Source: an optimization exercise on an open RTL-to-GDS flow (aim: small area). Production flows keep margins and buffers that such runs may drop.
Function was checked by simulation only, so behaviour that the tests miss may differ from the original.

==> run X <==
// dp_mod
module dp_mod
	(
	input signed [15:0] id_data,	 
	input [23:0] id_frec_por,		 
	input [15:0] id_im_am,			 
	input [15:0] id_im_fm,			 
	input ic_fm_am, 				 
	input ic_rst,					 
	input ic_val_data,
	input clk,
	output signed [15:0] od_data,	 
	output oc_val_data
	);
logic rh1, rh2, rh3;
logic fmq;
logic [15:0] yq;
logic [15:0] d0, d1, d2;
logic [14:0] mr, ma;
logic [23:0] b0res;
wire [14:0] sin_y;
wire sin_s;
logic [15:0] od_r;
logic [6:0] vd;
wire [15:0] mx = fmq ? id_data : {1'b0, sin_y};
wire sneg = sin_s & ~fmq;
wire ms1, ms2, ms3, ms4, ms5, ms6, ms7, ms8, ms9, ms10, ms11, ms12, ms13, ms14, ms15, ms16;
wire ms17, ms18, ms19, ms20, ms21, ms22, ms23, ms24, ms25, ms26, ms27, ms28, ms29, ms30, ms31, ms32;
wire ms33, ms34, ms35, ms36, ms37, ms38, ms39, ms40, ms41, ms42, ms43, ms44, ms45, ms46, ms47, ms48;
wire ms49, ms50, ms51, ms52, ms53, ms54, ms55, ms56, ms57, ms58, ms59, ms60, ms61, ms62, ms63, ms64;
wire ms65, ms66, ms67, ms68, ms69, ms70, ms71, ms72, ms73, ms74, ms75, ms76, ms77, ms78, ms79, ms80;
wire ms81, ms82, ms83, ms84, ms85, ms86, ms87, ms88, ms89, ms90, ms91, ms92, ms93, ms94, ms95, ms96;
wire ms97, ms98, ms99, ms100, ms101, ms102, ms103, ms104, ms105, ms106, ms107, ms108, ms109, ms110, ms111, ms112;
wire ms113, ms114, ms115, ms116, ms117, ms118, ms119, ms120, ms121, ms122, ms123, ms124, ms125, ms126, ms127, ms128;
wire ms129, ms130, ms131, ms132, ms133, ms134, ms135, ms136, ms137, ms138, ms139, ms140, ms141, ms142, ms143, ms144;
wire ms145, ms146, ms147, ms148, ms149, ms150, ms151, ms152, ms153, ms154, ms155, ms156, ms157, ms158, ms159, ms160;
wire ms161, ms162, ms163, ms164, ms165, ms166, ms167, ms168, ms169, ms170, ms171, ms172, ms173, ms174, ms175, ms176;
wire ms177, ms178, ms179, ms180, ms181, ms182, ms183, ms184, ms185, ms186, ms187, ms188, ms189, ms190, ms191, ms192;
wire ms193, ms194, ms195, ms196, ms197, ms198, ms199, ms200, ms201, ms202, ms203, ms204, ms205, ms206, ms207, ms208;
wire ms209, ms210, ms211, ms212, ms213, ms214, ms215, ms216, ms217, ms218, ms219, ms220, ms221, ms222, ms223, ms224;
  ...
Settings: LEC_CHECK=0, ABC_AREA=1, CAP_MARGIN=20, CORE_MARGIN=2, CORE_UTILIZATION=55, CTS_CLUSTER_DIAMETER=70, CTS_CLUSTER_SIZE=30, GPL_TIMING_DRIVEN=0, PLACE_DENSITY=0.65, SLEW_MARGIN=20, SYNTH_MEMORY_MAX_BITS=131072; clock period 12.0 ns.
standard.sh (not shown) runs the stock make flow with config.mk's settings and CLKGATE_MAP_FILE= SYNTH_SCRIPT=/design/flow/synth_recipe.tcl, a recipe that flattens the netlist after the stock synthesis.
==> flow/flow/run.sh <==
#!/bin/bash
set -euo pipefail
R=orfs/results/sky130hd/dp_mod/base
bash standard.sh synth > standard_synth.log 2>&1
cp "$R/1_2_yosys.v" 1_2_yosys.std.v
python3 flow/invopt.py 1_2_yosys.std.v "$R/1_2_yosys.v" > invopt.log 2>&1
rm -f "$R/1_synth.odb"
bash standard.sh > standard.log 2>&1
Other scripts of this flow, unchanged in this note and not shown: flow/flow/invopt.py
==> inputs of run H, as changes to run X <==
--- a/flow/design.v
+++ b/flow/design.v
@@ -632,19 +632,17 @@
 wire sn225, sn226, sn227, sn228, sn229, sn230, sn231, sn232, sn233, sn234, sn235, sn236, sn237, sn238, sn239, sn240;
 wire sn241, sn242, sn243, sn244, sn245, sn246, sn247, sn248, sn249, sn250, sn251, sn252, sn253, sn254, sn255, sn256;
 wire sn257, sn258, sn259, sn260, sn261, sn262, sn263, sn264, sn265, sn266, sn267, sn268, sn269, sn270, sn271, sn272;
 wire sn273, sn274, sn275, sn276, sn277, sn278, sn279, sn280, sn281, sn282, sn283, sn284, sn285, sn286, sn287, sn288;
 wire sn289, sn290, sn291, sn292, sn293, sn294, sn295, sn296, sn297, sn298, sn299, sn300, sn301, sn302, sn303, sn304;
 wire sn305, sn306, sn307, sn308, sn309, sn310, sn311, sn312, sn313, sn314, sn315, sn316, sn317, sn318, sn319, sn320;
 wire sn321, sn322, sn323, sn324, sn325, sn326, sn327, sn328, sn329, sn330, sn331, sn332, sn333, sn334, sn335, sn336;
 wire sn337, sn338, sn339, sn340, sn341, sn342, sn343, sn344, sn345, sn346, sn347, sn348, sn349, sn350, sn351, sn352;
-wire sn353, sn354, sn355, sn356, sn357, sn358, sn359, sn360, sn361, sn362, sn363, sn364, sn365, sn366, sn367, sn368;
-wire sn369, sn370, sn371, sn372, sn373, sn374, sn375, sn376, sn377, sn378, sn379, sn380, sn381, sn382, sn383, sn384;
-wire sn385, sn386, sn387;
+wire sn353;
 assign sn1 = tb[0] & m[1];
 assign sn2 = tb[0] & m[2];
 assign sn3 = tb[0] & m[3];
 assign sn4 = tb[0] & m[4];
 assign sn5 = tb[0] & m[5];
 assign sn6 = tb[1] & m[0];
 assign sn7 = tb[1] & m[1];
 assign sn8 = tb[1] & m[2];
@@ -966,73 +964,39 @@
 assign sn324 = sn289 ^ sn290 ^ sn323;
 assign sn325 = (sn289 & sn290) | (sn289 & sn323) | (sn290 & sn323);
 assign sn326 = sn291 ^ sn292 ^ sn325;
 assign sn327 = (sn291 & sn292) | (sn291 & sn325) | (sn292 & sn325);
 assign sn328 = sn293 ^ sn294 ^ sn327;
 assign sn329 = (sn293 & sn294) | (sn293 & sn327) | (sn294 & sn327);
 assign sn330 = sn295 ^ sn296 ^ sn329;
 assign sn331 = (sn295 & sn296) | (sn295 & sn329) | (sn296 & sn329);
-assign sn332 = sn297 ^ sn298;
-assign sn333 = sn297 & sn298;
-assign sn334 = ~(sn297 ^ sn298);
-assign sn335 = sn297 | sn298;
-assign sn336 = sn299 ^ sn300 ^ sn333;
-assign sn337 = (sn299 & sn300) | (sn299 & sn333) | (sn300 & sn333);
-assign sn338 = sn299 ^ sn300 ^ sn335;
-assign sn339 = (sn299 & sn300) | (sn299 & sn335) | (sn300 & sn335);
-assign sn340 = sn301 ^ sn302 ^ sn337;
-assign sn341 = (sn301 & sn302) | (sn301 & sn337) | (sn302 & sn337);
-assign sn342 = sn301 ^ sn302 ^ sn339;
-assign sn343 = (sn301 & sn302) | (sn301 & sn339) | (sn302 & sn339);
-assign sn344 = sn303 ^ sn304 ^ sn341;
-assign sn345 = (sn303 & sn304) | (sn303 & sn341) | (sn304 & sn341);
-assign sn346 = sn303 ^ sn304 ^ sn343;
-assign sn347 = (sn303 & sn304) | (sn303 & sn343) | (sn304 & sn343);
-assign sn348 = sn305 ^ ta[16] ^ sn345;
-assign sn349 = (sn305 & ta[16]) | (sn305 & sn345) | (ta[16] & sn345);
-assign sn350 = sn305 ^ ta[16] ^ sn347;
-assign sn351 = (sn305 & ta[16]) | (sn305 & sn347) | (ta[16] & sn347);
-assign sn352 = ta[17] ^ sn349;
-assign sn353 = ta[17] & sn349;
-assign sn354 = ta[17] ^ sn351;
-assign sn355 = ta[17] & sn351;
-assign sn356 = ta[18] ^ sn353;
-assign sn357 = ta[18] & sn353;
-assign sn358 = ta[18] ^ sn355;
-assign sn359 = ta[18] & sn355;
-assign sn360 = ta[19] ^ sn357;
-assign sn361 = ta[19] & sn357;
-assign sn362 = ta[19] ^ sn359;
-assign sn363 = ta[19] & sn359;
-assign sn364 = ta[20] ^ sn361;
-assign sn365 = ta[20] & sn361;
-assign sn366 = ta[20] ^ sn363;
-assign sn367 = ta[20] & sn363;
-assign sn368 = ta[21] ^ sn365;
-assign sn369 = ta[21] & sn365;
-assign sn370 = ta[21] ^ sn367;
-assign sn371 = ta[21] & sn367;
-assign sn372 = ta[22] ^ sn369;
-assign sn373 = ta[22] & sn369;
-assign sn374 = ta[22] ^ sn371;
-assign sn375 = ta[22] & sn371;
-assign sn376 = sn331 ? sn334 : sn332;
-assign sn377 = sn331 ? sn338 : sn336;
-assign sn378 = sn331 ? sn342 : sn340;
-assign sn379 = sn331 ? sn346 : sn344;
-assign sn380 = sn331 ? sn350 : sn348;
-assign sn381 = sn331 ? sn354 : sn352;
-assign sn382 = sn331 ? sn358 : sn356;
-assign sn383 = sn331 ? sn362 : sn360;
-assign sn384 = sn331 ? sn366 : sn364;
-assign sn385 = sn331 ? sn370 : sn368;
-assign sn386 = sn331 ? sn374 : sn372;
-assign sn387 = sn331 ? sn375 : sn373;
-wire [29:0] g = {sn387,sn386,sn385,sn384,sn383,sn382,sn381,sn380,sn379,sn378,sn377,sn376,sn330,sn328,sn326,sn324,sn322,sn320,sn318,sn316,sn314,sn312,sn310,sn308,sn306,1'b0,1'b0,1'b0,1'b0,1'b0};
+assign sn332 = sn297 ^ sn298 ^ sn331;
+assign sn333 = (sn297 & sn298) | (sn297 & sn331) | (sn298 & sn331);
+assign sn334 = sn299 ^ sn300 ^ sn333;
+assign sn335 = (sn299 & sn300) | (sn299 & sn333) | (sn300 & sn333);
+assign sn336 = sn301 ^ sn302 ^ sn335;
+assign sn337 = (sn301 & sn302) | (sn301 & sn335) | (sn302 & sn335);
+assign sn338 = sn303 ^ sn304 ^ sn337;
+assign sn339 = (sn303 & sn304) | (sn303 & sn337) | (sn304 & sn337);
+assign sn340 = sn305 ^ ta[16] ^ sn339;
+assign sn341 = (sn305 & ta[16]) | (sn305 & sn339) | (ta[16] & sn339);
+assign sn342 = ta[17] ^ sn341;
+assign sn343 = ta[17] & sn341;
+assign sn344 = ta[18] ^ sn343;
+assign sn345 = ta[18] & sn343;
+assign sn346 = ta[19] ^ sn345;
+assign sn347 = ta[19] & sn345;
+assign sn348 = ta[20] ^ sn347;
+assign sn349 = ta[20] & sn347;
+assign sn350 = ta[21] ^ sn349;
+assign sn351 = ta[21] & sn349;
+assign sn352 = ta[22] ^ sn351;
+assign sn353 = ta[22] & sn351;
+wire [29:0] g = {sn353,sn352,sn350,sn348,sn346,sn344,sn342,sn340,sn338,sn336,sn334,sn332,sn330,sn328,sn326,sn324,sn322,sn320,sn318,sn316,sn314,sn312,sn310,sn308,sn306,1'b0,1'b0,1'b0,1'b0,1'b0};
 assign y = g[29] ? 15'h7fff : g[28:14];
 endmodule
 module dp_mod
 	(
 	input signed [15:0] id_data,	 
 	input [23:0] id_frec_por,		 
 	input [15:0] id_im_am,			 
 	input [15:0] id_im_fm,			 
Settings changed: GPL_TIMING_DRIVEN 0 to default.
==> qor summary <==
quantity                                                        run X          run H
Run status                                   timing/DRC/antenna clean  timing/DRC/antenna clean
Layout cells sized above 1                                     7.364%         10.11%
End point of the most critical hold path                     dds.z[7]       dds.z[5]
Met2 usage                                                     69.94%         64.26%
Worst hold slack                                            0.3338 ns      0.3292 ns
Fin area                                                  28500 sq um    28570 sq um
CP Capture Point                                        dds.sin_r[13]  dds.sin_r[14]
Critical path buffer and inverter count                            10              5
Post-synthesis instance area                              25910 sq um    25790 sq um
Count of cell instances traversed by the critical path             44             43
Final HPWL DP                                                86100 um       75700 um
Die footprint                                             48850 sq um    48640 sq um
Clock buffers created by TritonCTS                                 13             12
Worst reg2reg path endpoint                             dds.sin_r[13]  dds.sin_r[14]
Fill cell instance count of the final layout                     3779           3965
Area of the multi-input gates                             19580 sq um    19320 sq um
Length in cells of the worst reg-to-reg path                       44             43
Pin count of the biggest net entering global routing               31             76
Detailed-route wire length per cell                          28.76 um       25.38 um
NonClk Buf Share                                               6.075%         7.899%
GP Congestion                                                   1.143          1.050
GR Layer Usage met1                                            56.39%         55.11%
Startpoint of the lowest-slack hold path                    dds.z0[7]      dds.z0[5]

## what the ideal ports hide
Ports are ideal in the flow. The routed layouts listed here were re-timed in OpenROAD. Step 1 (the two cells are an assumption about what drives the block):
set clk [get_ports {clk}]
set_driving_cell -lib_cell sky130_fd_sc_hd__clkbuf_16 $clk
set_driving_cell -lib_cell sky130_fd_sc_hd__buf_2 [delete_from_list [all_inputs] $clk]
Step 2 adds t to the input delays and takes it off the output delays; t is the mean of the earliest and latest rising clock arrival at the registers after step 1. Input paths then give back, and output paths get back, about the clock's delay inside the block. a / b / c = ideal ports / drivers / drivers and shift; a / b = the first two.
| run | t (ns) | setup WS [ns] | hold slack, ns |
|---|---|---|---|
| run X | 0.555 | 0.320 / 0.320 / -0.151 | 0.334 / 0.334 / 0.334 |
| run H | 0.541 | 0.603 / 0.603 / 0.099 | 0.329 / 0.329 / 0.329 |
With both steps, setup timing fails in run X, where it was met with ideal ports. For run H, which loses most, drivers alone change the setup slack by 0.000 ns; drivers and shift together by -0.504 ns.
